Context: an optimization exercise on an open-source flow, tuned for small area. The choices shown serve that exercise and are no tape-out recipe.
Function was checked by simulation only, so behaviour that the tests miss may differ from the original.
Power and IR drop assume default switching activity.

== exp/amber ==
## RandomNumberGenerator
module RandomNumberGenerator(clk, rst, load, key_x, seed_r, seed_g, seed_b, Rout, Gout, Bout, Key_ready);
For scale: about 560 cells after synthesis, about 92 I/O pins, ~0.0066 sq mm of cells after synthesis.
Settings: LEC_CHECK=0, CAP_MARGIN=20, CORE_MARGIN=2, CORE_UTILIZATION=40, SLEW_MARGIN=20; clock period 10.0 ns.
standard.sh (not shown) runs the stock make flow with config.mk's settings and CLKGATE_MAP_FILE= SYNTH_SCRIPT=/design/flow/synth_recipe.tcl, a recipe that flattens the netlist after the stock synthesis.
==> flow/flow/run.sh <==
#!/bin/bash
# Standard layout (standard.sh, unchanged synthesis) with two settings changed:
# the port buffers are the smallest buffer, buf_1, instead of
# clkdlybuf4s50_1, and the clock tree uses clkbuf_8 without dummy loads.
set -euo pipefail
export BUFFER_PORTS_ARGS="-buffer_cell sky130_fd_sc_hd__buf_1"
export CTS_ARGS="-sink_clustering_enable -repair_clock_nets -dont_use_dummy_load -buf_list sky130_fd_sc_hd__clkbuf_8 -root_buf sky130_fd_sc_hd__clkbuf_8"
bash standard.sh > standard.log 2>&1
Input-level comparison between exp/sierra and exp/amber:
==> flow/run.sh (new file) <==
#!/bin/bash
# synth_recipe.tcl (not shown) runs the flow's synth.tcl, then flattens the netlist and writes it again
# the make line also repeats each setting of config.mk as NAME=value (left out here)
make -C /OpenROAD-flow-scripts/flow DESIGN_CONFIG=/design/flow/config.mk WORK_HOME=/design/flow/orfs CLKGATE_MAP_FILE= SYNTH_SCRIPT=/design/flow/synth_recipe.tcl finish
removed: flow/flow/run.sh
removed: flow/standard.sh
## What came out
exp/sierra went all the way through the flow, and no timing, DRC or antenna check failed.
Going from exp/amber to exp/sierra, the net count reported at finish was found to have gone down by 3.
Comparing exp/amber and exp/sierra, met2 wire length is higher on exp/sierra.
The higher design area of exp/amber and exp/sierra is in exp/sierra.
Via count: exp/amber vs exp/sierra — no meaningful difference
For exp/zinc, these inputs were changed with respect to exp/sierra:
==> flow/flow/run.sh (new file) <==
#!/bin/bash
# Standard layout (standard.sh, unchanged synthesis) with two settings changed:
# the port buffers are the smallest buffer, buf_1, instead of
# clkdlybuf4s50_1, and the clock tree uses clkbuf_4 without dummy loads.
set -euo pipefail
export BUFFER_PORTS_ARGS="-buffer_cell sky130_fd_sc_hd__buf_1"
export CTS_ARGS="-sink_clustering_enable -repair_clock_nets -dont_use_dummy_load -buf_list sky130_fd_sc_hd__clkbuf_4 -root_buf sky130_fd_sc_hd__clkbuf_4"
bash standard.sh > standard.log 2>&1
==> flow/standard.sh (new file) <==
#!/bin/bash
# synth_recipe.tcl (not shown) runs the flow's synth.tcl, then flattens the netlist and writes it again
# the make line also repeats each setting of config.mk as NAME=value (left out here)
make -C /OpenROAD-flow-scripts/flow DESIGN_CONFIG=/design/flow/config.mk WORK_HOME=/design/flow/orfs CLKGATE_MAP_FILE= SYNTH_SCRIPT=/design/flow/synth_recipe.tcl "${@:-finish}"
removed: flow/run.sh
[summary]
- Having completed the whole flow, exp/zinc delivered a layout that passed the timing, DRC and antenna checks.
- The most common cell after layout, fill and taps aside comes out buf_1 in one run and clkdlybuf4s50_1 in the other, namely in exp/zinc and exp/sierra respectively.
- After detailed routing, exp/sierra needs more wire than exp/zinc.
- Re register-to-register path setup slack: exp/sierra and exp/zinc aren't equal, and the higher value belongs to exp/zinc.
- Compared with exp/sierra, placement density in the core of exp/zinc is lower.
- Changes observed in exp/zinc relative to exp/sierra: switching share of power climbed 2.9 points, final period utilization went down by 0.81 points.
- Reported for exp/sierra and exp/zinc, deepest clock path buffer count turned out identical to the last digit.
- Looking at power in the clock group across both flows, exp/zinc is the stronger of the two, with exp/sierra trailing.
- NOTE: clock share of power in exp/zinc falls short of that of exp/sierra

========
RandomNumberGenerator, a different RTL version from the one above (not shown whole).
Size: ~490 cells after synthesis, ~92 I/O pins, roughly 5800 sq um of cells after synthesis.
export LEC_CHECK = 0
export CAP_MARGIN = 20
export CORE_MARGIN = 2
export CORE_UTILIZATION = 40
export SLEW_MARGIN = 20
create_clock -name core_clock -period 10.0 [get_ports {clk}]
==> flow/flow/run.sh <==
#!/bin/bash
# Standard layout (standard.sh) with changes that keep the registers and what
# is measured:
#  * Yosys's ABC step maps the combinational logic for area
#    (&get -n; &st; &dch; &nf -a; &put) instead of ORFS's speed script;
#    everything else in synthesis is ORFS's own script, unchanged;
#  * after synthesis, flow/netopt.py swaps some cells for smaller cells of the
#    same function (half adders with an unused output, 2:1 muxes as a22o);
#  * the port buffers are the smallest buffer, buf_1;
#  * the clock tree uses clkbuf_4 without dummy loads.
set -euo pipefail
here=$(pwd)
rm -rf "$here/scripts_mod"
cp -r "$FLOW_HOME/scripts" "$here/scripts_mod"
printf '%s\n' '&get -n' '&st' '&dch' '&nf -a' '&put' > "$here/scripts_mod/abc_speed.script"
export SCRIPTS_DIR="$here/scripts_mod"
export BUFFER_PORTS_ARGS="-buffer_cell sky130_fd_sc_hd__buf_1"
export CTS_ARGS="-sink_clustering_enable -repair_clock_nets -dont_use_dummy_load -sink_clustering_size 50 -sink_clustering_max_diameter 500 -sink_clustering_levels 1 -buf_list sky130_fd_sc_hd__clkbuf_4 -root_buf sky130_fd_sc_hd__clkbuf_8 -distance_between_buffers 500"
res="$here/orfs/results/$FLOW_PLATFORM/RandomNumberGenerator/base"
bash standard.sh synth > standard_synth.log 2>&1
python3 "$here/flow/netopt.py" "$res/1_2_yosys.v" > netopt.log 2>&1
rm -f "$res/1_synth.odb" "$res/1_synth.sdc"
bash standard.sh > standard.log 2>&1
Other scripts of this flow, unchanged in this note and not shown: flow/flow/netopt.py
The baseline went through all stages and came out clean.
Change:
--- a/flow/flow/run.sh
+++ b/flow/flow/run.sh
@@ -17,3 +17,3 @@
 export BUFFER_PORTS_ARGS="-buffer_cell sky130_fd_sc_hd__buf_1"
-export CTS_ARGS="-sink_clustering_enable -repair_clock_nets -dont_use_dummy_load -sink_clustering_size 50 -sink_clustering_max_diameter 500 -sink_clustering_levels 1 -buf_list sky130_fd_sc_hd__clkbuf_4 -root_buf sky130_fd_sc_hd__clkbuf_8 -distance_between_buffers 500"
+export CTS_ARGS="-sink_clustering_enable -repair_clock_nets -dont_use_dummy_load -buf_list sky130_fd_sc_hd__clkbuf_4 -root_buf sky130_fd_sc_hd__clkbuf_4"
 res="$here/orfs/results/$FLOW_PLATFORM/RandomNumberGenerator/base"
- The changed run finished with timing, DRC and antenna clean
- clock power fell by a quarter to a third
- design area falls slightly
- via count drops slightly
- wire length fell slightly
- global-route usage shrinks by 0.15 points
- maximum frequency hardly moves
- total power falls by a few percent
- core utilization shrinks by 0.74 points

## port drivers added, routing unchanged
In the flow no input, the clock included, has a driving cell. The finished layouts below were timed again as built, in two steps. Step 1 assumes that a clkbuf_16 drives the clock port and a buf_2 every other input. Step 2 times the ports against the registers' clock, not the clock port: input delays grow and output delays shrink by t, the midpoint of the rising clock arrivals with the driver on. a / b / c = ideal / step 1 / step 2; a / b = the first two.
run | shift t [ns] | setup WS [ns] | worst setup path at the end | worst register clock-pin slew, ns | worst slew at a driven data input, ns
exp/amber | 0.462 | 0.518 / 0.518 / 0.518 | register to register | 0.07 / 0.07 | 0.05
exp/sierra | 0.456 | 0.459 / 0.459 / 0.459 | register to register | 0.06 / 0.06 | 0.05
exp/zinc | 0.536 | 0.541 / 0.541 / 0.541 | register to register | 0.11 / 0.11 | 0.05
the first run of note 2 | 0.474 | 0.522 / 0.522 / 0.522 | register to register | 0.08 / 0.08 | 0.07
the second run of note 2 | 0.526 | 0.521 / 0.521 / 0.521 | register to register | 0.12 / 0.12 | 0.06
After both steps setup and hold are still met in every run listed.
